This design comes from an exercise in tuning for small area, a short achievable clock period and few clock cycles per item on the open sky130 flow, not from production work. Where RTL was checked, it was by simulation tests only, not by an equivalence proof against the original. No functional check of the RTL was part of runs 7 and 8. Power is estimated from default activity; no workload was simulated.

--- flow/design.v ---
`timescale 1ns/100ps
module cache_controller (
    input clock,
    input reset,
    input read,
    input write,
    input [7:0] address,
    input [7:0] writedata,
    input mem_BUSY,
    input [31:0] mem_readdata,
    output reg [7:0] readdata,
    output reg mem_read, mem_write,
    output reg BUSY,
    output reg [5:0] mem_address,
    output reg [31:0] mem_writedata
);
    reg        cache_VALID [7:0];
    reg        cache_DIRTY [7:0];
    reg [2:0]  cache_TAG   [7:0];
    reg [31:0] cache_DATA  [7:0];
    integer i;
    wire [2:0] idx = address[4:2];
    wire       req = read | write;
    wire [3:0] byte_oh = 4'd1 << address[1:0];
    wire [8*5-1:0] ctl_lines;
    wire [8*8-1:0] data_lines [0:3];
    genvar g, h;
    generate
        for (g = 0; g < 8; g = g + 1) begin : g_line
            assign ctl_lines[5*g +: 5] = {cache_VALID[g], cache_DIRTY[g], cache_TAG[g]};
            for (h = 0; h < 4; h = h + 1) begin : g_lane
                assign data_lines[h][8*g +: 8] = cache_DATA[g][8*h +: 8];
            end
        end
    endgenerate
    wire        VALID, DIRTY;
    wire [2:0]  TAG;
    wire [31:0] DATA;
    cache_lsel #(.W(5)) u_ctl (.idx(idx), .in(ctl_lines), .out({VALID, DIRTY, TAG}));
    generate
        for (h = 0; h < 4; h = h + 1) begin : g_lsel
            cache_lsel #(.W(8)) u_lane (.idx(idx), .in(data_lines[h]), .out(DATA[8*h +: 8]));
        end
    endgenerate
    wire        HIT   = VALID && (TAG == address[7:5]);
    reg st_rd, st_wb, done;
    wire idle = !(st_rd | st_wb | done);
    reg  [2:0] lidx;
    reg  [1:0] bsel;
    reg        wbyte;
    wire [7:0] rbyte;
    cache_sel #(.N(8), .W(8)) u_rbyte (.sel({byte_oh & {4{st_rd}}, byte_oh & {4{!st_rd}}}),
                                       .in({mem_readdata, DATA}), .out(rbyte));
    wire miss_clean = idle && req && !HIT && !DIRTY;
    wire miss_dirty = idle && req && !HIT && DIRTY;
    wire rd_next = miss_clean | (st_wb & !mem_BUSY) | (st_rd & mem_BUSY);
    wire wb_next = miss_dirty | (st_wb & mem_BUSY);
    always @(posedge clock or posedge reset) begin
        if (reset) begin
            st_rd <= 1'b0;
            st_wb <= 1'b0;
            done  <= 1'b0;
        end else begin
            st_rd <= rd_next;
            st_wb <= wb_next;
            done  <= (idle & req & HIT) | (st_rd & !mem_BUSY);
        end
    end
    always @(posedge clock) begin
        mem_read  <= !reset & rd_next;
        mem_write <= !reset & wb_next;
    end
    always @(posedge clock) begin
        BUSY <= st_rd ? mem_BUSY : !(idle & HIT);
        readdata <= rbyte;
        mem_writedata <= DATA;
        lidx <= idx;
        bsel <= address[1:0];
        wbyte <= write & ((idle & req & HIT) | (st_rd & !mem_BUSY));
        mem_address[2:0] <= idx;
        mem_address[5:3] <= ((idle & DIRTY) | (st_wb & mem_BUSY)) ? TAG : address[7:5];
    end
    always @(posedge clock) begin
        if (reset) begin
            for (i = 0; i < 8; i = i + 1) begin
                cache_VALID[i] <= 1'b0;
                cache_DIRTY[i] <= 1'b0;
            end
        end else if (st_rd) begin
            cache_VALID[lidx] <= 1'b1;
            cache_DIRTY[lidx] <= 1'b0;
            cache_TAG[lidx]   <= address[7:5];
        end else if (wbyte) begin
            cache_DIRTY[lidx] <= 1'b1;
        end
    end
    always @(posedge clock) begin
        if (st_rd) begin
            cache_DATA[lidx] <= mem_readdata;
        end else if (wbyte) begin
            case (bsel)
                2'd0: cache_DATA[lidx][7:0]   <= writedata;
                2'd1: cache_DATA[lidx][15:8]  <= writedata;
                2'd2: cache_DATA[lidx][23:16] <= writedata;
                default: cache_DATA[lidx][31:24] <= writedata;
            endcase
        end
    end
endmodule
module cache_sel #(parameter N = 8, parameter W = 32) (
    input  [N-1:0]   sel,
    input  [N*W-1:0] in,
    output reg [W-1:0] out
);
    integer k;
    always @(*) begin
        out = {W{1'b0}};
        for (k = 0; k < N; k = k + 1)
            out = out | ({W{sel[k]}} & in[W*k +: W]);
    end
endmodule
module cache_lsel #(parameter W = 8) (
    input  [2:0]     idx,
    input  [8*W-1:0] in,
    output [W-1:0]   out
);
    wire [7:0] oh = 8'd1 << idx;
    cache_sel #(.N(8), .W(W)) u_sel (.sel(oh), .in(in), .out(out));
endmodule
--- flow/flow/run.sh ---
#!/bin/bash
# Standard layout, with the ports buffered by the smallest plain buffer instead of
# the delay cell buffer_ports picks by default.
cp standard.sh standard_sh_copy.log
export BUFFER_PORTS_ARGS="-buffer_cell sky130_fd_sc_hd__buf_1"
bash standard.sh > standard.log 2>&1
--- flow/standard.sh ---
#!/bin/bash
# synth_recipe.tcl (not shown) runs the flow's synth.tcl, then flattens the netlist and writes it again
# the make line also repeats each setting of config.mk as NAME=value (left out here)
make -C /OpenROAD-flow-scripts/flow DESIGN_CONFIG=/design/flow/config.mk WORK_HOME=/design/flow/orfs CLKGATE_MAP_FILE= SYNTH_SCRIPT=/design/flow/synth_recipe.tcl "${@:-finish}"
--- flow/config.mk ---
export PLATFORM = sky130hd
export DESIGN_NAME = cache_controller
export DESIGN_NICKNAME = cache_controller
export VERILOG_FILES = /design/flow/design.v
export SDC_FILE = /design/flow/constraint.sdc
export NUM_CORES = 4
export LEC_CHECK = 0
export CAP_MARGIN = 20
export CORE_MARGIN = 2
export CORE_UTILIZATION = 60
export CTS_BUF_LIST = sky130_fd_sc_hd__clkbuf_8
export CTS_CLUSTER_DIAMETER = 50
export CTS_CLUSTER_SIZE = 15
export PLACE_DENSITY = 0.75
export SETUP_SLACK_MARGIN = 3.65
export SLEW_MARGIN = 20
export SYNTH_HIERARCHICAL = 1
export SYNTH_MINIMUM_KEEP_SIZE = 0
--- flow/constraint.sdc ---
create_clock -name core_clock -period 6.0 [get_ports {clock}]
set_input_delay 1.2000 -clock core_clock [delete_from_list [all_inputs] [get_ports {clock}]]
set_output_delay 1.2000 -clock core_clock [all_outputs]
set_load 0.01 [all_outputs]
==> run notes, run 1 <==
commonest cells after routing, fill and taps aside edfxtp_1, a22oi_1, buf_1; WP data required 6.50 ns; Post-synth EDFFs about 290; Final Skew 0.01976 ns; nets@finish approximately 980; GR Overflow Total 0; Min-Delay Endpoint cache_VALID[1]; end of the worst register-to-register path cache_DATA[7][21]; Hold Vio Cnt, Final 0; row count between 50 and 60; Post-Syn Instances 820; crit path from address[4]; final worst-path cycle share ~39%; Top-Level Pins 102; die height 153.6 um; P&R area growth vs syn 12.43%; antenna violations before repair 0; wire per inst 27.71 um; total CTS buffers 31; Vias/cell 6.749; layout cells sized above 1 22.12%; area of the mapped netlist between 10000 and 15000 um2; root buffer cell clkbuf_8; First-pass DRT Iterations 5; Pwr Total about 5.1 mW; worst r2r path cells 2; Die Area 23580 um2; first-pass GRT wire length between 40 and 50 mm; DIE WIDTH ~150 um; post-route design area 15090 um2; vias in the first global route 7903; number of library cell types mapped by synthesis 44; Clock transition at path regs 0.09 ns; area leader, netlist edfxtp_1; number of clock sinks about 350; DR iter-0 viols 980; post-place instance area 13810 um2; Post-Route Setup TNS 0 ns; Leakage Power 4.891 nW; Final HPWL DP 23.07 mm; critical path data arrival time 2.85 ns; syn_nets 873; # setup viols final 0; top cell type's share of synthesized area 64.45%; Crit Path Class in -> reg; Synth area leaders edfxtp_1, a22oi_1, dfxtp_1; gr usage total 28.14%; clk latency of the worst-skew pair 0.61 ns; CTS tree built; r2r setup slk 3.75 ns; Slew HR a little over a third; Hold Path Cell Cnt 1; cts hold-fix bufs 0; Worst path slowest cell nor3b_2; status finished clean; Syn. warnings 9; Final Max Tran Viols 0; placer congestion estimate 0.8276; VDD IR-drop max 0.2820 mV; Antenna Violating Nets Remaining 0; Critical R2R Launch st_rd; Fmax 0.4268 GHz; unrepaired setup endpoints after global routing true; Max Cap Violations 0; Setup crit start kind input pin; CTS H-tree depth 1; Async S/R FF share, synth 0.8547%; # diodes 0; predominant post-synthesis flop cell edfxtp_1; Routed WL 34.20 mm; Hold Startpoint cache_VALID[1]; sequential cell area fraction in the yosys report 73.96%; initial core utilization 61.30%; fin crit period between 2 and 2.5 ns; floorplan core area 21890 um2; I/O Buffers just over 100; CTS Buffer Depth 3; Slew @ Worst Pin 0.9544 ns; Min-Delay Path Class reg -> reg; crit-path max cell delay roughly 0.4 ns; Pwr Density 335.3 nW/um2; post-synthesis register bit count 351; largest net degree at the start of global routing 24; total number of vias 8328; Max FO, Critical Path 11; synthesized area per cell around 16 um2; crit end category flip-flop; crit-path cells buf_6 -> buf_12 -> nor3b_2 -> a22oi_1 -> nand4_1 -> xnor2_2 -> and4_4 -> o41ai_1; most common cell after layout, fill and taps aside edfxtp_1; drt drc 0
-- cells by family (layout without fill, tap and decap cells) --
family | after synthesis | in the layout | synth area share, %
compound gates | 210 | 210 | 12.07
flops | 351 | 351 | 73.96
buf+inv | 55 | 189 | 3.198
mux | 36 | 36 | 3.012
simple gates | 165 | 165 | 7.571
xor+xnor | 3 | 3 | 0.1958
-- cell type report --
| cell class | count | area (um2) |
|---|---|---|
| Sequential cell | 351 | 9943 |
| Fill cell | 1473 | 6804 |
| Multi-Input combinational cell | 414 | 3332 |
| Timing Repair Buffer | 127 | 760.7 |
| Clock buffer | 35 | 481.7 |
| Tap cell | 280 | 350.3 |
| Clock inverter | 22 | 196.4 |
| Inverter | 5 | 22.52 |
-- sequential cells by signal (all words and copies together) (netlist names), 2 cells and up --
register,count
bsel,2
cache_DATA,256
cache_DIRTY,8
cache_TAG,24
cache_VALID,8
mem_address,5
mem_writedata,32
readdata,8
-- metal layers --
metal / global-route usage, % / vias up / part of all wire [%]
li1: - / 3565 / -
met1: 39.98 / 4137 / 39
met2: 44.40 / 533 / 47
met3: 4.961 / 93 / 10
met4: 10.40 / 0 / 4.0
met5: 0 / - / 0
-- worst max-delay path, delay by kind of cell --
kind	cells	cell delay, ns
AO/OA/AOI/OAI	2	0.45
XOR/XNOR	1	0.10
buffers and inverters	2	0.28
AND/OR/NAND/NOR	3	0.80
-- synth_stat cells, types with 7 or more instances --
master,instances
a21o_1,7
nand4_1,46
nor3_1,7
mux2_2,27
a22oi_1,165
and3b_2,15
edfxtp_1,288
mux2_1,8
nor2_1,49
dfxtp_1,60
a22oi_2,15
buf_6,25
clkbuf_1,7
o21ai_0,10
buf_2,13
nor3b_1,19
-- how the worst max path moves through the flow --
stage                     endpoint  slack [ns]  cells after the start
floorplan           mem_address[3]        3.53                      5
global placement       readdata[5]        2.12                      7
detailed placement     readdata[0]        2.01                      7
CTS                 mem_address[3]        3.64                      7
global route             mem_write        3.55                      8
finish                    mem_read        3.66                      8
-- repair_timing --
item,4_1_cts,5_1_grt
hold endpoints to repair,0,0
resized for setup,77,26
endpoints found under the setup margin,61,34
pin swaps,19,10
buffers inserted,6,10
gates cloned,3,1
-- stage by stage --
step                      hold WS [ns]  utilization (%)  instances  worst slack [ns]
final                           0.4653            68.92       1234             3.657
after global routing            0.4775            68.92       1234             3.548
after CTS                       0.4648            67.88       1223             3.639
after detailed placement        0.4450            63.09       1157             2.014
after global placement          0.4363            63.07       1157             2.124
after floorplan                 0.4312                -        820             3.533
-- report_power, final --
| part | leakage [nW] | switching, mW | internal [mW] |
|---|---|---|---|
| combinational | 1.35 | 0.446 | 0.200 |
| clock | 0.372 | 0.800 | 0.676 |
| sequential | 3.16 | 0.0912 | 2.84 |
Testbench counts, summed over its fixed seeds: cycles 16,144, requests 4,800.
==> run 2: changes to the inputs <==
--- a/flow/config.mk
+++ b/flow/config.mk
@@ -11,6 +11,7 @@
 export CTS_BUF_LIST = sky130_fd_sc_hd__clkbuf_8
 export CTS_CLUSTER_DIAMETER = 50
 export CTS_CLUSTER_SIZE = 15
+export GPL_ROUTABILITY_DRIVEN = 0
 export PLACE_DENSITY = 0.75
 export SETUP_SLACK_MARGIN = 3.65
 export SLEW_MARGIN = 20
==> run notes, run 2 <==
CTS tree built; Async S/R FF share, synth 0.8547%; root buffer cell clkbuf_8; FILL cells 1473; Pwr Density 335.3 nW/um2; Biggest register cache_DATA; Max FO, Critical Path 11; Pwr Total 5.058 mW; area share of fa/ha/maj cells after synthesis 0%; CTS H-tree depth 1; crit end category flip-flop; P&R area growth vs syn 12.43%; syn_nets 873; Die Area around 24000 um2; first-pass GRT wire length roughly 49 mm; Hold Startpoint cache_VALID[1]; row count 54; largest net degree at the start of global routing 24; antenna violations before repair 0; Final Max Tran Viols 0; r2r setup slk about 3.8 ns; most common cell in the netlist edfxtp_1; Post-Synth Simple-Gate Area 7.571%; First-pass DRT Iterations 5; largest registers cache_DATA (256), mem_writedata (32), cache_TAG (24); GR Overflow Total 0; VDD IR-drop max 0.2820 mV; area of the multi-input gates 3332 um2; WP data required 6.50 ns; nets@finish just under 1000; Post-Syn Instances 820; Slew HR 36.14%; Post-Route Setup TNS 0 ns; commonest cells after routing, fill and taps aside edfxtp_1, a22oi_1, buf_1; cts hold-fix bufs 0; main combinational cell family by area after synthesis compound AO/OA/AOI/OAI gates; Crit Path Class in -> reg; Post-synth top cells edfxtp_1, a22oi_1, dfxtp_1; clk latency of the worst-skew pair ~0.6 ns; Syn. warnings 9; # diodes 0; DIE WIDTH 153.6 um; status finished clean; final worst-path cycle share about two fifths; Top-Level Pins ~100; DR iter-0 viols 980; fin crit period between 2 and 2.5 ns; crit path from address[4]; number of library cell types mapped by synthesis 44; register area between 9000 and 10000 um2; Vias/cell between 6 and 7; area leader, netlist edfxtp_1; Routed WL 34.20 mm; unrepaired setup endpoints after global routing true; Leakage Power 4.891 nW; Critical R2R Launch st_rd; synthesized area per cell approximately 16 um2; Final HPWL DP 23.07 mm; Slew @ Worst Pin 0.9544 ns; top cell type's share of synthesized area between 60% and 70%; multiplexer share of the synthesized area ~3%; number of flip-flops in the largest register 256; Clock transition at path regs 0.09 ns; Max Cap Violations 0; wire per inst approximately 28 um; CTS Buffer Depth 3; gr usage total 28.14%; area of the mapped netlist 13420 um2; Post-synth EDFFs approximately 290; XOR/XNOR share of the synthesized area 0.1958%; number of clock sinks 351; Hold Vio Cnt, Final 0; sequential cell area fraction in the yosys report roughly three quarters; vias in the first global route 7903; compound-gate portion of the synthesized area 12.07%; Setup crit start kind input pin; total CTS buffers 31; most common cell after layout, fill and taps aside edfxtp_1; post-synthesis register bit count 351; drt drc 0; # setup viols final 0; Synth area leaders edfxtp_1, a22oi_1, dfxtp_1; initial core utilization 61.30%; Fmax 0.4268 GHz; predominant post-synthesis flop cell edfxtp_1; total number of vias 8328; Antenna Violating Nets Remaining 0; floorplan core area 21890 um2; critical path data arrival time 2.85 ns; Final Skew 0.01976 ns; layout cells sized above 1 22.12%; I/O Buffers 101; Min-Delay Path Class reg -> reg; die height between 150 and 200 um
[run 2: cell families (layout without fill, tap and decap cells)]
logic type | after synthesis | count (layout)
flip-flops | 351 | 351
AO/OA/AOI/OAI | 210 | 210
multiplexers | 36 | 36
XOR/XNOR | 3 | 3
buffers and inverters | 55 | 189
AND/OR/NAND/NOR | 165 | 165
[run 2: report_power, final]
group	total (mW)	internal [mW]	switching (mW)	leakage (nW)
registers	2.94	2.84	0.0912	3.16
clock network	1.48	0.676	0.800	0.372
logic	0.646	0.200	0.446	1.35
[run 2: stage by stage]
step	std cells	setup slack, ns	area [um2]	hold WS, ns	utilization, %
after floorplan	820	3.533	13440	0.4312	-
after global placement	1157	2.124	13810	0.4363	63.07
after detailed placement	1157	2.014	13810	0.4450	63.09
after CTS	1223	3.639	14860	0.4648	67.88
after global routing	1234	3.548	15090	0.4775	68.92
final	1234	3.657	15090	0.4653	68.92
[run 2: path summary, 6_finish.rpt]
path	end	cells after the start
max	mem_read	8
max reg2reg	cache_DATA[7][21]	2
min in group asynchronous	st_rd	2
max in group asynchronous	done	2
min	cache_VALID[1]	1
min reg2reg	cache_VALID[1]	1
[run 2: area by class of cell]
class	instances	area share, %
clock buffer	35	3.193
sequential	351	65.91
tap	280	2.322
multi-input combinational	414	22.08
inverter	5	0.1493
timing repair buffer	127	5.042
clock inverter	22	1.302
[run 2: routing by layer]
metal | up-vias | track usage, % | wire length (um)
li1 | 3565 | - | -
met1 | 4137 | 39.98 | 13210
met2 | 533 | 44.40 | 16140
met3 | 93 | 4.961 | 3481
met4 | 0 | 10.40 | 1366
met5 | - | 0 | 0
[run 2: what timing repair did]
item	4_1_cts	5_1_grt
buffers inserted	6	10
cloned	3	1
gates resized for setup	77	26
pin swaps	19	10
endpoints found under the setup margin	61	34
[run 2: critical path: stages]
cell and delay (ns):
buf_6 0.13, buf_12 0.15, nor3b_2 0.39, a22oi_1 0.17, nand4_1 0.20, xnor2_2 0.10
and4_4 0.21, o41ai_1 0.28
==> run 3: changes to the inputs <==
--- a/flow/config.mk
+++ b/flow/config.mk
@@ -11,9 +11,8 @@
 export CTS_BUF_LIST = sky130_fd_sc_hd__clkbuf_8
 export CTS_CLUSTER_DIAMETER = 50
 export CTS_CLUSTER_SIZE = 15
-export GPL_ROUTABILITY_DRIVEN = 0
 export PLACE_DENSITY = 0.75
-export SETUP_SLACK_MARGIN = 3.65
+export SETUP_SLACK_MARGIN = 3.7
 export SLEW_MARGIN = 20
 export SYNTH_HIERARCHICAL = 1
 export SYNTH_MINIMUM_KEEP_SIZE = 0
==> run notes, run 3 <==
status finished clean; Crit path depth 7; crit-path cells buf_12 -> buf_12 -> and3b_2 -> a22oi_2 -> nand4_1 -> a21boi_4 -> mux2_4; post-route insts no fill 1243; antenna violations before repair 0; first-pass GRT wire length 50.05 mm; Final Skew 0.01907 ns; CP delay by family, top simple AND/OR/NAND/NOR gates; internal power between 3 and 4 mW; Min-Delay Path Class reg -> reg; Setup crit start kind input pin; Critical R2R Launch mem_address[1]; synthesized area per cell 16.36 um2; Max FO, Critical Path 6; Top-Level Pins 102; Buffers & Inverters on Critical Path 2; Slew HR 39.67%; area of the mapped netlist about 13000 um2; Critical Path Most Common Cell buf_12; # setup viols final 0; crit end category flip-flop; number of library cell types mapped by synthesis 44; nets@finish 992; CTS tree built; P&R area growth vs syn 15.48%; DR iter-0 viols 1023; critical path data arrival time roughly 2.8 ns; Post-Route Setup TNS 0 ns; Clk pwr share 28.7%; total CTS buffers 31; most common cell after layout, fill and taps aside edfxtp_1; Leakage Power ~5.1 nW; floorplan core area 21890 um2; I/O Buffers 101; VDD IR-drop max about 0.29 mV; DIE WIDTH 153.6 um; final worst-path cycle share between 30 and 40%; Post-Syn Instances 820; syn_nets approximately 870; end of the worst register-to-register path cache_DATA[1][29]; placer congestion estimate about 0.83; area of the multi-input gates approximately 3500 um2; row count 54; most common cell in the netlist edfxtp_1; vias in the first global route 8038; FILL cells about 1400; crit path from address[4]; Placed Instances 1157; crit-path max cell delay approximately 0.33 ns; logic gate share of total power roughly 14%; root buffer cell clkbuf_8; number of flip-flops in the largest register 256; Slew @ Worst Pin 0.9016 ns; WP data required 6.49 ns; commonest cells after routing, fill and taps aside edfxtp_1, a22oi_1, buf_1; largest net degree at the start of global routing 25; Routed WL 34.84 mm; Synth area leaders edfxtp_1, a22oi_1, dfxtp_1; predominant post-synthesis flop cell edfxtp_1; gr usage total 28.49%; Antenna Violating Nets Remaining 0; Final HPWL DP 23.07 mm; unrepaired setup endpoints after global routing true; CTS Buffer Depth 3; Psw 1.357 mW; Crit Path Class in -> reg; post-synthesis register bit count 351; drt drc 0; Layout Utilization slightly above 70%; cts hold-fix bufs 0; fin crit period ~2.3 ns; Post-synth EDFFs 288; Max Cap Violations 0; Final Max Tran Viols 0; register area between 9000 and 10000 um2; Die Area 23580 um2; Async S/R FF share, synth 0.8547%; top cell type's share of synthesized area between 60% and 70%; clk latency of the worst-skew pair 0.60 ns; switching fraction of total power 26.41%; r2r setup slk 3.69 ns; area leader, netlist edfxtp_1; layout cells sized above 1 ~29%; # diodes 0; number of clock sinks 351; total number of vias 8378; First-pass DRT Iterations 5; Hold Vio Cnt, Final 0; sequential cell area fraction in the yosys report 73.96%; Critical Path End mem_address[5]; largest registers cache_DATA (256), mem_writedata (32), cache_TAG (24); CTS H-tree depth 1; initial core utilization just over 60%; Fmax approximately 0.43 GHz; die height roughly 150 um; GR Overflow Total 0; Post-synth top cells edfxtp_1, a22oi_1, dfxtp_1; share of power burned in registers a little under three fifths; Worst path slowest cell mux2_4; Clock transition at path regs about 0.090 ns; Pwr Density 331.6 nW/um2; Vias/cell 6.740; hold_ws around 0.47 ns; Biggest register cache_DATA; worst r2r path cells 4; Syn. warnings 9; wire per inst about 28 um
## run 3: cell count changes in the layout (fill, tap and decap cells not counted), moves of 3 or more
cell	delta
clkbuf_2	+16
a22oi_1	-10
buf_6	+12
dfxtp_2	+11
dfxtp_1	-12
nor2_1	-6
nor2_2	+6
a22oi_2	+10
buf_4	+4
mux2_2	-3
buf_1	-29
mux2_4	+3
## run 3: layout make-up
class / instances / share of cell area (%)
sequential: 351 / 64.28
multi-input combinational: 414 / 22.33
timing repair buffer: 135 / 6.581
clock buffer: 35 / 3.109
tap: 280 / 2.261
clock inverter: 22 / 1.268
inverter: 5 / 0.1453
timing repair inverter: 1 / 0.03230
## run 3: power by group through the flow
stage	sequential, mW	combinational, mW	clock (mW)
2_1_floorplan	2.98	0.339	0
4_1_cts	2.94	0.652	1.47
6_report	2.95	0.719	1.47
3_5_place_dp	2.99	0.572	0
3_3_place_gp	2.98	0.557	0
5_1_grt	2.96	0.757	1.56
## run 3: timing repair
action / in CTS / in global routing
pin swaps: 18 / 24
setup endpoints to repair: 74 / 105
cloned: 5 / 3
buffers inserted: 16 / 5
resized for setup: 124 / 71
## run 3: cells by family (layout without fill, tap and decap cells)
kind of cell | count (synthesis) | in the layout | synth area share [%]
multiplexers | 36 | 36 | 3.012
AND/OR/NAND/NOR | 165 | 165 | 7.571
AO/OA/AOI/OAI | 210 | 210 | 12.07
flip-flops | 351 | 351 | 73.96
buffers and inverters | 55 | 198 | 3.198
XOR/XNOR | 3 | 3 | 0.1958
## run 3: stage by stage
| step | cell area (um2) | total power, mW | setup slack, ns |
|---|---|---|---|
| finish | 15500 | 5.138 | 3.667 |
| global route | 15500 | 5.283 | 3.615 |
| CTS | 15110 | 5.066 | 3.663 |
| detailed placement | 13810 | 3.558 | 2.014 |
| global placement | 13810 | 3.540 | 2.124 |
| floorplan | 13440 | 3.314 | 3.533 |
## run 3: metal layers
metal | wire [um] | GRT usage [%] | vias to the layer above | part of all wire (%)
li1 | - | - | 3579 | -
met1 | 13340 | 40.52 | 4144 | 38
met2 | 16220 | 44.44 | 557 | 47
met3 | 3657 | 4.820 | 98 | 10
met4 | 1622 | 11.80 | 0 | 4.7
met5 | 0 | 0 | - | 0
## run 3: how the worst min path moves through the flow
stage,start,to,slack (ns),cells past startpoint
after floorplan,cache_VALID[1],cache_VALID[1],0.43,1
after global placement,cache_VALID[1],cache_VALID[1],0.44,1
after detailed placement,cache_VALID[1],cache_VALID[1],0.44,1
after CTS,cache_VALID[1],cache_VALID[1],0.46,1
after global routing,cache_VALID[1],cache_VALID[1],0.48,1
final,cache_VALID[1],cache_VALID[1],0.47,1
==> run 4: changes to the inputs <==
==> flow/config.mk (replaced) <==
export PLATFORM = sky130hd
export DESIGN_NAME = cache_controller
export DESIGN_NICKNAME = cache_controller
export VERILOG_FILES = /design/flow/design.v
export SDC_FILE = /design/flow/constraint.sdc
export NUM_CORES = 4
export LEC_CHECK = 0
export CAP_MARGIN = 40
export CORE_MARGIN = 2
export CORE_UTILIZATION = 60
export CTS_BUF_LIST = sky130_fd_sc_hd__clkbuf_8
export CTS_CLUSTER_DIAMETER = 50
export CTS_CLUSTER_SIZE = 15
export PLACE_DENSITY = 0.75
export SETUP_SLACK_MARGIN = 3.65
export SLEW_MARGIN = 60
export SYNTH_HIERARCHICAL = 1
export SYNTH_MINIMUM_KEEP_SIZE = 0
==> run notes, run 4 <==
crit-path max cell delay 0.41 ns; Post-Route Setup TNS 0 ns; critical path data arrival time 2.89 ns; largest net degree at the start of global routing 24; First-pass DRT Iterations 6; Psw 1.368 mW; synthesized area per cell about 16 um2; Placed Instances 1170; most common cell in the netlist edfxtp_1; wire per inst 27.39 um; Final Skew roughly 0.017 ns; Final HPWL DP 23.67 mm; Post-Syn Instances 820; total CTS buffers 30; internal power around 3.7 mW; total number of vias 8444; Setup crit start kind input pin; final worst-path cycle share 39.62%; end of the worst register-to-register path cache_DATA[7][22]; die height between 150 and 200 um; sequential cell area fraction in the yosys report about 74%; post-place instance area 14110 um2; CTS Buffer Depth 3; Slew HR 59.96%; Min-Delay Path Class reg -> reg; worst r2r path cells 3; Syn. warnings 9; floorplan core area ~22000 um2; Fmax 0.4206 GHz; gr usage total approximately 28%; CTS H-tree depth 1; commonest cells after routing, fill and taps aside edfxtp_1, a22oi_1, buf_1; Clock transition at path regs 0.08 ns; Biggest register cache_DATA; DR iter-0 viols 909; root buffer cell clkbuf_8; Leakage Power between 4 and 5 nW; WP data required 6.51 ns; crit end category flip-flop; DIE WIDTH 153.6 um; P&R area growth vs syn 14.44%; placer congestion estimate 0.8276; r2r setup slk 3.78 ns; row count between 50 and 60; switching fraction of total power 27.19%; initial core utilization between 60% and 70%; largest registers cache_DATA (256), mem_writedata (32), cache_TAG (24); number of library cell types mapped by synthesis 44; drt drc 0; unrepaired setup endpoints after global routing true; first-pass GRT wire length 50.09 mm; Top-Level Pins 102; register area 9946 um2; Max FO, Critical Path 5; predominant post-synthesis flop cell edfxtp_1; post-synthesis register bit count about 350; CTS tree built; area leader, netlist edfxtp_1; worst setup margin roughly 3.6 ns; crit path from address[4]; vias in the first global route between 8000 and 9000; Crit Path Class in -> reg; Slew @ Worst Pin ~0.6 ns; Worst path slowest cell nor3b_2; cts hold-fix bufs 0; logic gate share of total power 14.1%; VDD IR-drop max 0.3023 mV; Post-synth EDFFs 288; Critical Path Most Common Cell nand4_1; dpl ws 2.511 ns; Clk pwr share 27.3%; Max Cap Violations 0; top cell type's share of synthesized area 64.45%; layout cells sized above 1 29.35%; Critical R2R Launch st_rd; share of power burned in registers 58.6%; GR Overflow Total 0; fin crit period 2.377 ns; Antenna Violating Nets Remaining 0; # diodes 0; most common cell after layout, fill and taps aside edfxtp_1; antenna violations before repair 2; crit-path cells buf_6 -> clkbuf_16 -> nor3b_2 -> a22oi_2 -> nand4_1 -> xnor2_2 -> buf_4 -> nand4_1 -> o22ai_1; nets@finish 1002; number of clock sinks 351; syn_nets roughly 870; post-route insts no fill 1251; FILL cells 1453; Hold Vio Cnt, Final 0; clk latency of the worst-skew pair approximately 0.61 ns; Critical Path End done; Pwr Density roughly 330 nW/um2; Post-synth top cells edfxtp_1, a22oi_1, dfxtp_1; area of the multi-input gates between 3000 and 4000 um2; status finished clean; Synth area leaders edfxtp_1, a22oi_1, dfxtp_1; # setup viols final 0; Async S/R FF share, synth 0.8547%; Pwr Total 5.032 mW; Routed WL 34.26 mm; area of the mapped netlist 13420 um2; Final Max Tran Viols 0; number of flip-flops in the largest register 256; Vias/cell 6.750; Die Area around 24000 um2; I/O Buffers 101; post-route design area 15360 um2
-- run 4: changes by cell type in the layout (fill, tap and decap cells not counted), moves of 10 or more --
cell and change:
nor2_1 -26, nor2_2 +24, buf_1 +23, buf_2 +13
buf_6 -11, clkbuf_2 -11, dfxtp_1 +11, dfxtp_2 -10
-- run 4: power by group through the flow --
| stage | registers [mW] | logic [mW] | clock network [mW] |
|---|---|---|---|
| after CTS | 2.94 | 0.662 | 1.38 |
| after global placement | 2.98 | 0.557 | 0 |
| after floorplan | 2.98 | 0.339 | 0 |
| final | 2.95 | 0.708 | 1.37 |
| after global routing | 2.96 | 0.751 | 1.46 |
| after detailed placement | 3.00 | 0.620 | 0 |
-- run 4: worst min-delay path by stage --
| stage | start | depth (start not counted) | slack [ns] | to |
|---|---|---|---|---|
| after floorplan | cache_VALID[1] | 1 | 0.43 | cache_VALID[1] |
| after global placement | cache_VALID[1] | 1 | 0.44 | cache_VALID[1] |
| after detailed placement | cache_VALID[1] | 1 | 0.44 | cache_VALID[1] |
| after CTS | cache_VALID[1] | 1 | 0.47 | cache_VALID[1] |
| after global routing | cache_VALID[1] | 1 | 0.48 | cache_VALID[1] |
| final | cache_VALID[1] | 1 | 0.46 | cache_VALID[1] |
-- run 4: repair_timing --
action | in CTS | in global routing
buffers inserted | 11 | 11
resized for setup | 50 | 47
setup endpoints to repair | 33 | 30
cloned | 3 | 1
pin swaps | 22 | 23
-- run 4: worst max-delay path, delay by kind of cell --
kind	cells	cell delay, ns
compound gates	2	0.33
xor+xnor	1	0.15
buf+inv	3	0.45
simple gates	3	0.75
-- run 4: metrics by stage --
| step | hold WS, ns | utilization (%) |
|---|---|---|
| 2_1_floorplan | 0.4312 | - |
| 4_1_cts | 0.4655 | 68.71 |
| 5_1_grt | 0.4775 | 70.15 |
| 3_3_place_gp | 0.4363 | 63.07 |
| 3_5_place_dp | 0.4450 | 64.46 |
| 6_report | 0.4645 | 70.15 |
-- run 4: layout make-up --
class,count,share of cell area (%)
Sequential cell,351,64.76
Timing Repair Buffer,147,5.711
Tap cell,280,2.281
Clock buffer,32,2.868
Inverter,5,0.1222
Clock inverter,22,1.035
Multi-Input combinational cell,414,23.22
-- run 4: routing by layer --
layer  track usage (%)  wire length [um]  vias up
met5                 0                13        -
met4             11.75              1725        2
met3             6.003              3439      102
met2             44.23             15960      528
met1             39.82             13120     4204
li1                  -                 -     3608
-- run 4: kinds of logic after synthesis --
logic type | synth area share, %
XOR/XNOR | 0.1958
buffers and inverters | 3.198
multiplexers | 3.012
AND/OR/NAND/NOR | 7.571
flip-flops | 73.96
AO/OA/AOI/OAI | 12.07
==> run 5: changes to the inputs <==
==> flow/config.mk (replaced) <==
export PLATFORM = sky130hd
export DESIGN_NAME = cache_controller
export DESIGN_NICKNAME = cache_controller
export VERILOG_FILES = /design/flow/design.v
export SDC_FILE = /design/flow/constraint.sdc
export NUM_CORES = 4
export LEC_CHECK = 0
export CAP_MARGIN = 20
export CORE_MARGIN = 2
export CORE_UTILIZATION = 70
export CTS_BUF_LIST = sky130_fd_sc_hd__clkbuf_8
export CTS_CLUSTER_DIAMETER = 50
export CTS_CLUSTER_SIZE = 15
export PLACE_DENSITY = 0.85
export SETUP_SLACK_MARGIN = 3.65
export SLEW_MARGIN = 20
export SYNTH_HIERARCHICAL = 1
export SYNTH_MINIMUM_KEEP_SIZE = 0
==> run notes, run 5 <==
Critical Path Most Common Cell buf_12; predominant post-synthesis flop cell edfxtp_1; Slew @ Worst Pin 0.9590 ns; P&R area growth vs syn 11.72%; largest registers cache_DATA (256), mem_writedata (32), cache_TAG (24); Top-Level Pins 102; Leakage Power around 4.9 nW; row count 50; placer congestion estimate 0.9783; multiplexer share of the synthesized area 3.012%; top cell type's share of synthesized area 64.45%; Pwr Total 4.869 mW; number of library cell types mapped by synthesis 44; DIE WIDTH 142.5 um; Hold Vio Cnt, Final 0; Final Max Tran Viols 0; DR iter-0 viols 1204; status finished clean; area of the mapped netlist 13420 um2; Setup crit start kind input pin; synthesized area per cell 16.36 um2; main combinational cell family by area after synthesis compound AO/OA/AOI/OAI gates; CTS H-tree depth 1; Clock transition at path regs 0.10 ns; end of the worst register-to-register path cache_DATA[3][0]; gr usage total 33.09%; Pwr Density 324.8 nW/um2; floorplan core area 18770 um2; total CTS buffers 28; Min-Delay Path Class reg -> reg; Post-Route Setup TNS 0 ns; root buffer cell clkbuf_8; nets@finish slightly below 1000; Hold Path Cell Cnt 1; crit end category flip-flop; XOR/XNOR share of the synthesized area less than 1%; Syn. warnings 9; Post-synth top cells edfxtp_1, a22oi_1, dfxtp_1; Routed WL 35.33 mm; syn_nets roughly 870; Synth area leaders edfxtp_1, a22oi_1, dfxtp_1; fin crit period 2.518 ns; Crit Path Class in -> reg; area leader, netlist edfxtp_1; total number of vias between 8000 and 9000; layout cells sized above 1 21.64%; CTS Buffer Depth 3; VDD IR-drop max 0.2381 mV; compound-gate portion of the synthesized area 12.07%; Antenna Violating Nets Remaining 0; r2r setup slk ~3.7 ns; Min-Delay Endpoint cache_VALID[1]; Fmax 0.3971 GHz; GR Overflow Total 0; unrepaired setup endpoints after global routing true; hold_ws 0.4668 ns; Post-synth EDFFs 288; initial core utilization 71.50%; CP delay by family, top simple AND/OR/NAND/NOR gates; largest net degree at the start of global routing 30; vias in the first global route between 8000 and 9000; First-pass DRT Iterations 7; Placed Instances 1113; area share of fa/ha/maj cells after synthesis 0%; Final Skew 0.01919 ns; Final HPWL DP 23.24 mm; Hold Startpoint cache_VALID[1]; I/O Buffers around 100; worst r2r path cells 2; most common cell in the netlist edfxtp_1; Async S/R FF share, synth less than 1%; post-synthesis register bit count between 300 and 400; # setup viols final 0; Max FO, Critical Path 15; sequential cell area fraction in the yosys report between 70% and 80%; post-route insts no fill 1188; number of clock sinks ~350; Worst path slowest cell nor3b_4; Biggest register cache_DATA; Critical R2R Launch st_rd; WP data required 6.46 ns; Vias/cell 7.357; CTS tree built; antenna violations before repair 2; clk latency of the worst-skew pair 0.59 ns; Post-Syn Instances between 800 and 900; crit-path cells buf_16 -> buf_12 -> buf_12 -> nor3b_4 -> a22oi_2 -> nand4_1 -> xnor2_1 -> and4_4 -> o31ai_1; Max Cap Violations 0; drt drc 0; Slew HR 35.77%; commonest cells after routing, fill and taps aside edfxtp_1, a22oi_1, buf_1; cts hold-fix bufs 0; Post-Synth Simple-Gate Area 7.571%; crit-path max cell delay ~0.42 ns; most common cell after layout, fill and taps aside edfxtp_1; first-pass GRT wire length 49.10 mm; Buffers & Inverters on Critical Path 3; critical path data arrival time 2.98 ns; wire per inst 29.74 um; final worst-path cycle share 41.97%; Die Area 20290 um2; die height 142.5 um; number of flip-flops in the largest register around 260
run 5: cell counts after synthesis:
No cell type changed its count.
run 5: worst reg2reg max path, cell delays in order (launching register included):
cell and delay (ns):
dfrtp_1 0.81, a31oi_1 0.37, nor2_1 0.80
run 5: per-layer routing:
layer	track usage (%)	up-vias	share of wire (%)
met5	0	-	0
met3	7.773	122	13
met4	9.588	0	4.0
li1	-	3563	-
met2	53.26	739	48
met1	46.10	4316	35
run 5: final cells by class:
class	instances	area [um2]
diodes	2	5.005
clock buffers	34	467.9
inverters	5	22.52
repair buffers	130	817.0
clock inverters	18	75.07
well taps	234	292.8
multi-input cells	414	3373
fillers	981	3776
flip-flops and latches	351	9938
run 5: stage by stage:
stage | util (%) | cell area (um2) | setup slack, ns
global route | 79.87 | 14990 | 3.496
finish | 79.88 | 14990 | 3.482
floorplan | - | 13440 | 3.533
CTS | 77.59 | 14560 | 3.587
global placement | 73.34 | 13760 | 2.017
detailed placement | 73.37 | 13770 | 2.020
run 5: timing repair:
action	in CTS	in global routing
buffers inserted	3	13
pin swaps	4	30
resized for setup	56	49
endpoints found under the setup margin	67	57
hold endpoints to repair	0	0
gates cloned	1	4
run 5: logic make-up (layout without fill, tap and decap cells):
group	count (synthesis)	after routing
AO/OA/AOI/OAI	210	210
other	0	2
multiplexers	36	36
XOR/XNOR	3	3
flip-flops	351	351
AND/OR/NAND/NOR	165	165
buffers and inverters	55	187
run 5: report_power, final:
| part | leakage, nW | switching, mW | total [mW] | internal [mW] |
|---|---|---|---|---|
| combinational | 1.38 | 0.459 | 0.665 | 0.205 |
| sequential | 3.16 | 0.0990 | 2.94 | 2.84 |
| clock | 0.333 | 0.746 | 1.26 | 0.517 |
run 5: worst max path at each step:
stage | start | to | slack (ns) | depth (start not counted)
after floorplan | address[3] | mem_address[3] | 3.53 | 5
after global placement | address[4] | readdata[1] | 2.02 | 6
after detailed placement | address[2] | readdata[5] | 2.02 | 6
after CTS | address[3] | readdata[0] | 3.59 | 7
after global routing | address[2] | st_rd | 3.50 | 9
final | address[2] | st_rd | 3.48 | 9
==> run 6: changes to the inputs <==
--- a/flow/config.mk
+++ b/flow/config.mk
@@ -7,11 +7,11 @@
 export LEC_CHECK = 0
 export CAP_MARGIN = 20
 export CORE_MARGIN = 2
-export CORE_UTILIZATION = 70
-export CTS_BUF_LIST = sky130_fd_sc_hd__clkbuf_8
-export CTS_CLUSTER_DIAMETER = 50
-export CTS_CLUSTER_SIZE = 15
-export PLACE_DENSITY = 0.85
+export CORE_UTILIZATION = 60
+export CTS_BUF_LIST = sky130_fd_sc_hd__clkbuf_16
+export CTS_CLUSTER_DIAMETER = 60
+export CTS_CLUSTER_SIZE = 25
+export PLACE_DENSITY = 0.75
 export SETUP_SLACK_MARGIN = 3.65
 export SLEW_MARGIN = 20
 export SYNTH_HIERARCHICAL = 1
==> run notes, run 6 <==
initial core utilization 61.30%; area of the multi-input gates 3441 um2; CTS H-tree depth 1; Slew @ Worst Pin 0.9595 ns; Final HPWL DP 23.07 mm; Hold Vio Cnt, Final 0; register area 9930 um2; Max FO, Critical Path 13; DIE WIDTH 153.6 um; antenna violations before repair 0; Top-Level Pins 102; largest net degree at the start of global routing 27; multiplexer share of the synthesized area roughly 3%; P&R area growth vs syn 14.68%; top cell type's share of synthesized area around 64%; XOR/XNOR share of the synthesized area 0.1958%; most common cell after layout, fill and taps aside edfxtp_1; post-route insts no fill 1226; VDD IR-drop max 0.2591 mV; Final Skew 0.01799 ns; Layout Utilization 70.30%; commonest cells after routing, fill and taps aside edfxtp_1, a22oi_1, buf_1; critical path data arrival time between 2 and 3 ns; placer congestion estimate 0.8276; Async S/R FF share, synth less than 1%; I/O Buffers between 100 and 150; vias in the first global route 7916; Post-synth EDFFs 288; First-pass DRT Iterations 6; area of the mapped netlist 13420 um2; main combinational cell family by area after synthesis compound AO/OA/AOI/OAI gates; Max Cap Violations 0; Vias/cell 6.839; row count 54; final worst-path cycle share 40.37%; Post-Synth Simple-Gate Area 7.571%; # setup viols final 0; Leakage Power 4.989 nW; Final Max Tran Viols 0; crit end category flip-flop; first-pass GRT wire length 49.97 mm; unrepaired setup endpoints after global routing true; syn_nets 873; Synth area leaders edfxtp_1, a22oi_1, dfxtp_1; root buffer cell clkbuf_16; Routed WL 35.28 mm; Post-Syn Instances 820; WP data required 6.45 ns; area share of fa/ha/maj cells after synthesis 0%; number of library cell types mapped by synthesis 44; floorplan core area between 20000 and 25000 um2; Clock transition at path regs 0.09 ns; Slew HR 35.80%; compound-gate portion of the synthesized area 12.07%; # diodes 0; Antenna Violating Nets Remaining 0; status finished clean; worst setup margin about 3.6 ns; total number of vias 8385; Pwr Density between 300 and 400 nW/um2; Biggest register cache_DATA; area leader, netlist edfxtp_1; Setup crit start kind input pin; DR iter-0 viols between 900 and 1000; sequential cell area fraction in the yosys report 73.96%; CTS Buffer Depth 3; gr usage total roughly 28%; Fmax 0.4129 GHz; drt drc 0; wire per inst 28.78 um; post-synthesis register bit count 351; die height approximately 150 um; nets@finish 983; dpl ws 2.014 ns; FILL cells 1444; most common cell in the netlist edfxtp_1; number of flip-flops in the largest register 256; CTS tree built; Crit Path Class in -> reg; largest registers cache_DATA (256), mem_writedata (32), cache_TAG (24); Pwr Total 5.200 mW; Syn. warnings 9; total CTS buffers 22; Post-synth top cells edfxtp_1, a22oi_1, dfxtp_1; layout cells sized above 1 22.09%; fin crit period 2.422 ns; Die Area approximately 24000 um2; Min-Delay Path Class reg -> reg; predominant post-synthesis flop cell edfxtp_1; GR Overflow Total 0; clk latency of the worst-skew pair 0.55 ns; Placed Instances 1157; Post-Route Setup TNS 0 ns; synthesized area per cell 16.36 um2; number of clock sinks 351
-- run 6: final timing paths --
check | slack [ns] | endpoint | cells past startpoint | from
worst max register to register | 3.73 | cache_DATA[0][1] | 2 | st_rd
worst max-delay path | 3.58 | mem_read | 8 | address[3]
worst min register to register | 0.46 | cache_VALID[1] | 1 | cache_VALID[1]
max in group asynchronous | 4.91 | st_rd | 2 | reset
min in group asynchronous | 0.82 | done | 2 | reset
worst min-delay path | 0.46 | cache_VALID[1] | 1 | cache_VALID[1]
-- run 6: where the power goes --
| group | internal [mW] | switching (mW) | total (mW) |
|---|---|---|---|
| logic | 0.217 | 0.462 | 0.679 |
| registers | 2.84 | 0.0950 | 2.94 |
| clock network | 0.721 | 0.862 | 1.58 |
| total | 3.78 | 1.42 | 5.20 |
-- run 6: cell type report --
type | count | area share [%]
clock buffers | 22 | 3.578
clock inverters | 18 | 1.187
inverters | 5 | 0.1464
multi-input cells | 414 | 22.36
flip-flops and latches | 351 | 64.53
well taps | 280 | 2.277
repair buffers | 135 | 5.895
repair inverters | 1 | 0.03252
-- run 6: stage by stage --
step           cell area [um2]  hold WS (ns)
3_3_place_gp             13810        0.4363
6_report                 15390        0.4643
4_1_cts                  14980        0.4642
5_1_grt                  15390        0.4758
2_1_floorplan            13440        0.4312
3_5_place_dp             13810        0.4450
-- run 6: worst max-delay path: stages --
cell	delay [ns]
buf_16	0.15
buf_12	0.14
and3b_2	0.28
a22oi_2	0.20
nand4_1	0.21
xnor2_2	0.20
and4_4	0.22
o41ai_2	0.26
-- run 6: repair_timing --
| action | in CTS | in global routing |
|---|---|---|
| pin swaps | 19 | 16 |
| endpoints found under the hold margin | 0 | 0 |
| setup endpoints to repair | 56 | 28 |
| buffers inserted | 9 | 11 |
| gates resized for setup | 75 | 37 |
| hold buffers | 0 | 0 |
| cloned | 3 | 6 |
-- run 6: routing by layer --
| metal | wire length, um | global-route usage [%] | vias to the layer above |
|---|---|---|---|
| li1 | - | - | 3572 |
| met1 | 13440 | 40.81 | 4169 |
| met2 | 16730 | 45.12 | 549 |
| met3 | 3625 | 4.594 | 95 |
| met4 | 1493 | 10.00 | 0 |
| met5 | 0 | 0 | - |
-- run 6: logic make-up after synthesis --
group,count (synthesis)
AOI/OAI and AO/OA,210
xor gates and xnor gates,3
buffers and inverters,55
DFF,351
muxes,36
and+or+nand+nor,165
==> run 7: changes to the inputs <==
--- a/flow/design.v
+++ b/flow/design.v
@@ -22,27 +22,28 @@
     wire [2:0] idx = address[4:2];
     wire       req = read | write;
     wire [3:0] byte_oh = 4'd1 << address[1:0];
-    wire [8*5-1:0] ctl_lines;
+    wire [8*7-1:0] ctl_lines;
     wire [8*8-1:0] data_lines [0:3];
     genvar g, h;
     generate
         for (g = 0; g < 8; g = g + 1) begin : g_line
-            assign ctl_lines[5*g +: 5] = {cache_VALID[g], cache_DIRTY[g], cache_TAG[g]};
+            wire hit_g = cache_VALID[g] & (cache_TAG[g] == address[7:5]);
+            assign ctl_lines[7*g +: 7] = {hit_g, !hit_g & cache_DIRTY[g], !hit_g & !cache_DIRTY[g],
+                                          cache_DIRTY[g], cache_TAG[g]};
             for (h = 0; h < 4; h = h + 1) begin : g_lane
                 assign data_lines[h][8*g +: 8] = cache_DATA[g][8*h +: 8];
             end
         end
     endgenerate
-    wire        VALID, DIRTY;
+    wire        HIT, MISS_DIRTY, MISS_CLEAN, DIRTY;
     wire [2:0]  TAG;
     wire [31:0] DATA;
-    cache_lsel #(.W(5)) u_ctl (.idx(idx), .in(ctl_lines), .out({VALID, DIRTY, TAG}));
+    cache_lsel #(.W(7)) u_ctl (.idx(idx), .in(ctl_lines), .out({HIT, MISS_DIRTY, MISS_CLEAN, DIRTY, TAG}));
     generate
         for (h = 0; h < 4; h = h + 1) begin : g_lsel
             cache_lsel #(.W(8)) u_lane (.idx(idx), .in(data_lines[h]), .out(DATA[8*h +: 8]));
         end
     endgenerate
-    wire        HIT   = VALID && (TAG == address[7:5]);
     reg st_rd, st_wb, done;
     wire idle = !(st_rd | st_wb | done);
     reg  [2:0] lidx;
@@ -51,8 +52,8 @@
     wire [7:0] rbyte;
     cache_sel #(.N(8), .W(8)) u_rbyte (.sel({byte_oh & {4{st_rd}}, byte_oh & {4{!st_rd}}}),
                                        .in({mem_readdata, DATA}), .out(rbyte));
-    wire miss_clean = idle && req && !HIT && !DIRTY;
-    wire miss_dirty = idle && req && !HIT && DIRTY;
+    wire miss_clean = idle && req && MISS_CLEAN;
+    wire miss_dirty = idle && req && MISS_DIRTY;
     wire rd_next = miss_clean | (st_wb & !mem_BUSY) | (st_rd & mem_BUSY);
     wire wb_next = miss_dirty | (st_wb & mem_BUSY);
     always @(posedge clock or posedge reset) begin
==> flow/flow/run.sh (replaced) <==
#!/bin/bash
# Standard layout, with the ports buffered by a small plain buffer instead of
# the delay cell buffer_ports picks by default.
cp standard.sh standard_sh_copy.log
export BUFFER_PORTS_ARGS="-buffer_cell sky130_fd_sc_hd__buf_2"
bash standard.sh > standard.log 2>&1
--- a/flow/config.mk
+++ b/flow/config.mk
@@ -8,9 +8,9 @@
 export CAP_MARGIN = 20
 export CORE_MARGIN = 2
 export CORE_UTILIZATION = 60
-export CTS_BUF_LIST = sky130_fd_sc_hd__clkbuf_16
-export CTS_CLUSTER_DIAMETER = 60
-export CTS_CLUSTER_SIZE = 25
+export CTS_BUF_LIST = sky130_fd_sc_hd__clkbuf_8
+export CTS_CLUSTER_DIAMETER = 50
+export CTS_CLUSTER_SIZE = 15
 export PLACE_DENSITY = 0.75
 export SETUP_SLACK_MARGIN = 3.65
 export SLEW_MARGIN = 20
==> run notes, run 7 <==
Slew HR 26.21%; Final Max Tran Viols 0; Final Skew 0.01954 ns; Antenna Violating Nets Remaining 0; Slew @ Worst Pin ~1.1 ns; CP delay by family, top flip-flops; Syn. warnings 9; Hold Vio Cnt, Final 0; wire per inst 26.14 um; Post-Syn Instances 884; most common cell after layout, fill and taps aside edfxtp_1; Post-synth EDFFs 288; Final HPWL DP around 23 mm; root buffer cell clkbuf_8; GR Overflow Total 0; multiplexer share of the synthesized area 2.924%; Pwr Density between 300 and 400 nW/um2; unrepaired setup endpoints after global routing true; gr usage total 27.16%; # setup viols final 0; Max Cap Violations 0; predominant post-synthesis flop cell edfxtp_1; Fmax 0.4270 GHz; post-synthesis register bit count 351; P&R area growth vs syn 10.05%; crit-path cells buf_2; Max FO, Critical Path 1; main combinational cell family by area after synthesis compound AO/OA/AOI/OAI gates; total number of vias 8426; DIE WIDTH 156.0 um; die height 156.0 um; floorplan core area 22640 um2; vias in the first global route 7936; Biggest register cache_DATA; antenna violations before repair 2; Vias/cell roughly 6.6; syn_nets 937; nets@finish between 1000 and 1500; final worst-path cycle share 39.03%; CTS H-tree depth 1; total CTS buffers 29; post-route design area 15260 um2; VDD IR-drop max roughly 0.23 mV; Synth area leaders edfxtp_1, a22oi_1, dfxtp_1; Die Area 24340 um2; Post-Synth Simple-Gate Area 8.529%; critical path data arrival time approximately 1.1 ns; commonest cells after routing, fill and taps aside edfxtp_1, a22oi_1, buf_2; Clock transition at path regs 0.10 ns; status finished clean; Post-Route Setup TNS 0 ns; worst setup margin approximately 3.7 ns; DR iter-0 viols 996; dpl ws 2.344 ns; Setup crit start kind flip-flop; area share of fa/ha/maj cells after synthesis 0%; First-pass DRT Iterations 5; Min-Delay Path Class reg -> reg; layout cells sized above 1 26.48%; area of the mapped netlist 13860 um2; crit-path max cell delay 0.40 ns; area leader, netlist edfxtp_1; I/O Buffers 101; synthesized area per cell between 15 and 20 um2; first-pass GRT wire length 48.81 mm; Buffers & Inverters on Critical Path 1; number of library cell types mapped by synthesis a little over 40; CTS tree built; Top-Level Pins between 100 and 150; largest net degree at the start of global routing 42; largest registers cache_DATA (256), mem_writedata (32), cache_TAG (24); number of flip-flops in the largest register 256; sequential cell area fraction in the yosys report 71.59%; WP data required approximately 4.8 ns; Crit Path Class reg -> out; Leakage Power 5.056 nW; post-place instance area 14340 um2; crit end category output pin; placer congestion estimate 0.9714; compound-gate portion of the synthesized area about an eighth; Post-synth top cells edfxtp_1, a22oi_1, dfxtp_1, nor2_1, nand4_1; top cell type's share of synthesized area 62.38%; Async S/R FF share, synth 0.8547%; clk latency of the worst-skew pair 0.59 ns; drt drc 0; initial core utilization 61.23%; XOR/XNOR share of the synthesized area 1.516%; FILL cells 1508; row count 55; CTS Buffer Depth 3; number of clock sinks 351; Routed WL roughly 33 mm; most common cell in the netlist edfxtp_1; Worst path slowest cell dfxtp_1; fin crit period 2.342 ns
==> run 7: logic make-up after synthesis <==
logic type	Yosys count
compound gates	214
simple gates	190
mux	36
xor+xnor	24
flops	351
buf+inv	69
==> run 7: metrics by stage <==
stage          cells  hold slack, ns  utilization (%)  power (mW)
2_1_floorplan    884          0.4228                -       3.338
3_5_place_dp    1213          0.4447            63.34       3.563
4_1_cts         1266          0.4645            66.73       4.916
6_report        1269          0.4667            67.39       4.947
3_3_place_gp    1213          0.4430            63.34       3.548
5_1_grt         1269          0.4843            67.39       5.077
==> run 7: what timing repair did <==
action,CTS,global route
hold buffers,0,0
hold endpoints to repair,0,0
pin swaps,0,5
setup buffers,0,1
setup endpoints to repair,52,231
resized for setup,36,27
==> run 7: worst paths after layout <==
kind	start	to	slack, ns	cells after the start
max	mem_writedata[8]	mem_writedata[8]	3.66	1
min	cache_VALID[7]	cache_VALID[7]	0.47	1
max reg2reg	st_rd	cache_DATA[1][29]	3.78	2
min reg2reg	cache_VALID[7]	cache_VALID[7]	0.47	1
max in group asynchronous	reset	st_rd	4.99	2
min in group asynchronous	reset	st_rd	0.71	2
==> run 7: per-layer routing <==
metal	wire length [um]	track usage (%)	share of wire [%]	vias up
met2	15420	41.89	46	467
met1	13540	39.77	41	4183
met5	0	0	0	-
met4	1065	8.170	3.2	0
li1	-	-	-	3698
met3	3145	5.333	9.5	78
==> run 7: layout make-up <==
cell class	instances	area, um2	area share, %
diodes	2	5.005	0.03280
clock buffers	32	440.4	2.887
clock inverters	21	175.2	1.148
inverters	12	45.04	0.2952
multi-input cells	464	3739	24.50
flip-flops and latches	351	9937	65.13
well taps	285	356.6	2.337
repair buffers	102	559.3	3.666
==> run 7: worst reg2reg max path, cell delays in order (launching register included) <==
cell and delay [ns]:
dfrtp_2 0.60, a31oi_1 0.85, nor2_1 0.42
==> run 7: power by group <==
group / leakage [nW] / switching [mW] / internal [mW]
clock network: 0.361 / 0.764 / 0.628
logic: 1.53 / 0.419 / 0.200
registers: 3.16 / 0.101 / 2.84
total: 5.06 / 1.28 / 3.66
==> run 8: changes to the inputs <==
--- a/flow/design.v
+++ b/flow/design.v
@@ -21,29 +21,22 @@
     integer i;
     wire [2:0] idx = address[4:2];
     wire       req = read | write;
+    wire [7:0] line_oh = 8'd1 << idx;
     wire [3:0] byte_oh = 4'd1 << address[1:0];
-    wire [8*7-1:0] ctl_lines;
-    wire [8*8-1:0] data_lines [0:3];
-    genvar g, h;
+    wire [8*39-1:0] lines;
+    genvar g;
     generate
         for (g = 0; g < 8; g = g + 1) begin : g_line
             wire hit_g = cache_VALID[g] & (cache_TAG[g] == address[7:5]);
-            assign ctl_lines[7*g +: 7] = {hit_g, !hit_g & cache_DIRTY[g], !hit_g & !cache_DIRTY[g],
-                                          cache_DIRTY[g], cache_TAG[g]};
-            for (h = 0; h < 4; h = h + 1) begin : g_lane
-                assign data_lines[h][8*g +: 8] = cache_DATA[g][8*h +: 8];
-            end
+            assign lines[39*g +: 39] = {hit_g, !hit_g & cache_DIRTY[g], !hit_g & !cache_DIRTY[g],
+                                        cache_DIRTY[g], cache_TAG[g], cache_DATA[g]};
         end
     endgenerate
     wire        HIT, MISS_DIRTY, MISS_CLEAN, DIRTY;
     wire [2:0]  TAG;
     wire [31:0] DATA;
-    cache_lsel #(.W(7)) u_ctl (.idx(idx), .in(ctl_lines), .out({HIT, MISS_DIRTY, MISS_CLEAN, DIRTY, TAG}));
-    generate
-        for (h = 0; h < 4; h = h + 1) begin : g_lsel
-            cache_lsel #(.W(8)) u_lane (.idx(idx), .in(data_lines[h]), .out(DATA[8*h +: 8]));
-        end
-    endgenerate
+    cache_sel #(.N(8), .W(39)) u_line (.sel(line_oh), .in(lines),
+                                       .out({HIT, MISS_DIRTY, MISS_CLEAN, DIRTY, TAG, DATA}));
     reg st_rd, st_wb, done;
     wire idle = !(st_rd | st_wb | done);
     reg  [2:0] lidx;
@@ -79,7 +72,10 @@
         bsel <= address[1:0];
         wbyte <= write & ((idle & req & HIT) | (st_rd & !mem_BUSY));
         mem_address[2:0] <= idx;
-        mem_address[5:3] <= ((idle & DIRTY) | (st_wb & mem_BUSY)) ? TAG : address[7:5];
+        if (idle)
+            mem_address[5:3] <= DIRTY ? TAG : address[7:5];
+        else if (!(st_wb & mem_BUSY))
+            mem_address[5:3] <= address[7:5];
     end
     always @(posedge clock) begin
         if (reset) begin
@@ -120,11 +116,3 @@
             out = out | ({W{sel[k]}} & in[W*k +: W]);
     end
 endmodule
-module cache_lsel #(parameter W = 8) (
-    input  [2:0]     idx,
-    input  [8*W-1:0] in,
-    output [W-1:0]   out
-);
-    wire [7:0] oh = 8'd1 << idx;
-    cache_sel #(.N(8), .W(W)) u_sel (.sel(oh), .in(in), .out(out));
-endmodule
==> flow/flow/run.sh (replaced) <==
#!/bin/bash
# Standard layout, with the ports buffered by the smallest plain buffer instead of
# the delay cell buffer_ports picks by default.
cp standard.sh standard_sh_copy.log
export BUFFER_PORTS_ARGS="-buffer_cell sky130_fd_sc_hd__buf_1"
bash standard.sh > standard.log 2>&1
==> run notes, run 8 <==
status finished clean; Post-synth EDFFs 291; total CTS buffers 30; number of library cell types mapped by synthesis 42; nets@finish between 1000 and 1500; Setup crit start kind input pin; top cell type's share of synthesized area 63.90%; crit path from address[0]; I/O Buffers between 100 and 150; worst r2r path cells 4; vias in the first global route 8654; Pwr Density 321.4 nW/um2; P&R area growth vs syn 14.07%; Top-Level Pins ~100; post-synthesis register bit count about 350; Post-Syn Instances 863; Antenna Violating Nets Remaining 0; placer congestion estimate 0.8881; Max Cap Violations 0; predominant post-synthesis flop cell edfxtp_1; gr usage total 31.17%; Post-Route Setup TNS 0 ns; row count 55; most common cell in the netlist edfxtp_1; synthesized area per cell 15.85 um2; layout cells sized above 1 21.91%; DR iter-0 viols 1107; antenna violations before repair 0; largest net degree at the start of global routing 28; Hold Startpoint cache_VALID[6]; crit end category flip-flop; CTS Buffer Depth 3; syn_nets 916; Slew @ Worst Pin 0.9148 ns; critical path data arrival time 2.98 ns; final worst-path cycle share 40.61%; Min-Delay Endpoint cache_VALID[6]; floorplan core area 22500 um2; unrepaired setup endpoints after global routing true; largest registers cache_DATA (256), mem_writedata (32), cache_TAG (24); Post-synth top cells edfxtp_1, a22oi_1, dfxtp_1; Syn. warnings 9; area leader, netlist edfxtp_1; CTS H-tree depth 1; initial core utilization 60.77%; Hold Path Cell Cnt 1; Final Max Tran Viols 0; r2r setup slk between 3 and 4 ns; first-pass GRT wire length 54.66 mm; fin crit period 2.436 ns; number of flip-flops in the largest register 256; die height 155.0 um; total number of vias 8940; root buffer cell clkbuf_8; Hold Vio Cnt, Final 0; Leakage Power 4.971 nW; number of clock sinks around 350; Min-Delay Path Class reg -> reg; Layout Utilization 69.32%; clk latency of the worst-skew pair 0.60 ns; Critical R2R Launch st_rd; Fmax 0.4104 GHz; CTS tree built; First-pass DRT Iterations 8; FILL cells 1508; DIE WIDTH 155.0 um; Async S/R FF share, synth less than 1%; end of the worst register-to-register path readdata[5]; WP data required 6.54 ns; sequential cell area fraction in the yosys report 72.79%; commonest cells after routing, fill and taps aside edfxtp_1, a22oi_1, buf_1; Max FO, Critical Path 9; Biggest register cache_DATA; # setup viols final 0; drt drc 0; wire per inst 29.56 um; Synth area leaders edfxtp_1, a22oi_1, dfxtp_1; area of the mapped netlist 13680 um2; most common cell after layout, fill and taps aside edfxtp_1; Crit Path Class in -> reg; Vias/cell 6.984; Final Skew approximately 0.022 ns; VDD IR-drop max 0.1902 mV; Final HPWL DP 23.66 mm; # diodes 0; Die Area 24020 um2; Routed WL roughly 38 mm; Slew HR about two fifths; GR Overflow Total 0; Clock transition at path regs roughly 0.090 ns
run 8: kinds of logic (layout without fill, tap and decap cells):
logic type	count (synthesis)	after routing	share of synthesized area, %
AO/OA/AOI/OAI	255	255	13.64
XOR/XNOR	24	24	1.537
buffers and inverters	74	198	3.367
flip-flops	351	351	72.79
multiplexers	36	36	2.955
AND/OR/NAND/NOR	123	131	5.709
run 8: how the worst max path moves through the flow:
| stage | end | slack [ns] |
|---|---|---|
| 5_1_grt | readdata[3] | 3.59 |
| 3_3_place_gp | BUSY | 2.02 |
| 6_report | readdata[7] | 3.56 |
| 2_1_floorplan | mem_address[3] | 3.31 |
| 4_1_cts | readdata[5] | 3.57 |
| 3_5_place_dp | BUSY | 1.92 |
run 8: final cells by class:
cell class	instances	area, um2	area share [%]
timing repair buffer	132	769.5	4.933
sequential	351	9972	63.92
multi-input combinational	446	3840	24.61
clock inverter	23	165.2	1.059
tap	285	356.6	2.286
inverter	10	42.54	0.2727
clock buffer	33	454.2	2.911
run 8: what timing repair did:
action                                  CTS  global route
pin swaps                                 8             4
resized for setup                        72            27
endpoints found under the setup margin  313            38
hold buffers                              0             0
buffers inserted                         18             4
gates cloned                              8             1
run 8: critical path, stage by stage:
cell	delay [ns]
buf_1	0.55
nor3b_2	0.78
a22oi_1	0.27
nand4_1	0.17
run 8: metal layers:
layer  routed length (um)  part of all wire, %  GRT usage (%)  vias to the layer above
met5                    0                    0              0                        -
met4                 1320                  3.5          11.24                        0
met3                 4678                   12          7.075                      104
met1                14330                   38          44.24                     4430
li1                     -                    -              -                     3769
met2                17510                   46          48.08                      637
run 8: power breakdown:
group / leakage, nW / internal, mW / total, mW / switching, mW
clock: 0.373 / 0.606 / 1.39 / 0.788
combinational: 1.43 / 0.204 / 0.676 / 0.472
sequential: 3.17 / 2.84 / 2.94 / 0.103
run 8: stage by stage:
| stage | hold slack (ns) | power [mW] | area [um2] | instances | worst slack, ns |
|---|---|---|---|---|---|
| after global routing | 0.5149 | 5.155 | 15600 | 1280 | 3.588 |
| after detailed placement | 0.4886 | 3.576 | 14390 | 1193 | 1.922 |
| final | 0.5017 | 5.014 | 15600 | 1280 | 3.564 |
| after floorplan | 0.4622 | 3.352 | 14030 | 863 | 3.307 |
| after global placement | 0.4765 | 3.555 | 14380 | 1193 | 2.017 |
| after CTS | 0.5011 | 4.969 | 15450 | 1275 | 3.574 |

[what the ideal ports hide]
How much do the figures lean on ideal ports? The routed layouts below were timed once more, with nothing changed but the port constraints.
Step 1: set_driving_cell puts a clkbuf_16 on clock and a buf_2 on each other input, an assumption about the parent block.
Step 2 adds t to the input delays and takes it off the output delays; t is the mean of the earliest and latest rising clock arrival at the registers after step 1. Input paths then give back, and output paths get back, about the clock's delay inside the block.
Slacks: no drivers / after step 1 / after step 2; pairs: no drivers / after step 1.
run | t, ns | setup slack, ns | worst register clock-pin slew, ns | cell pins on the clock port's net
run 1 | 0.644 | 3.657 / 3.618 / 3.018 | 0.10 / 0.10 | 1
run 2 | 0.644 | 3.657 / 3.618 / 3.018 | 0.10 / 0.10 | 1
run 3 | 0.640 | 3.667 / 3.568 / 2.928 | 0.10 / 0.10 | 1
run 4 | 0.645 | 3.623 / 3.623 / 2.988 | 0.10 / 0.10 | 1
run 5 | 0.621 | 3.482 / 3.403 / 2.783 | 0.11 / 0.11 | 1
run 6 | 0.583 | 3.578 / 3.475 / 2.892 | 0.10 / 0.10 | 1
run 7 | 0.623 | 3.658 / 3.614 / 3.053 | 0.10 / 0.10 | 1
run 8 | 0.635 | 3.564 / 3.586 / 2.951 | 0.10 / 0.10 | 1
After both steps setup and hold are still met in every run listed. For run 3, which loses most, drivers alone change the setup slack by -0.099 ns; drivers and shift together by -0.739 ns.
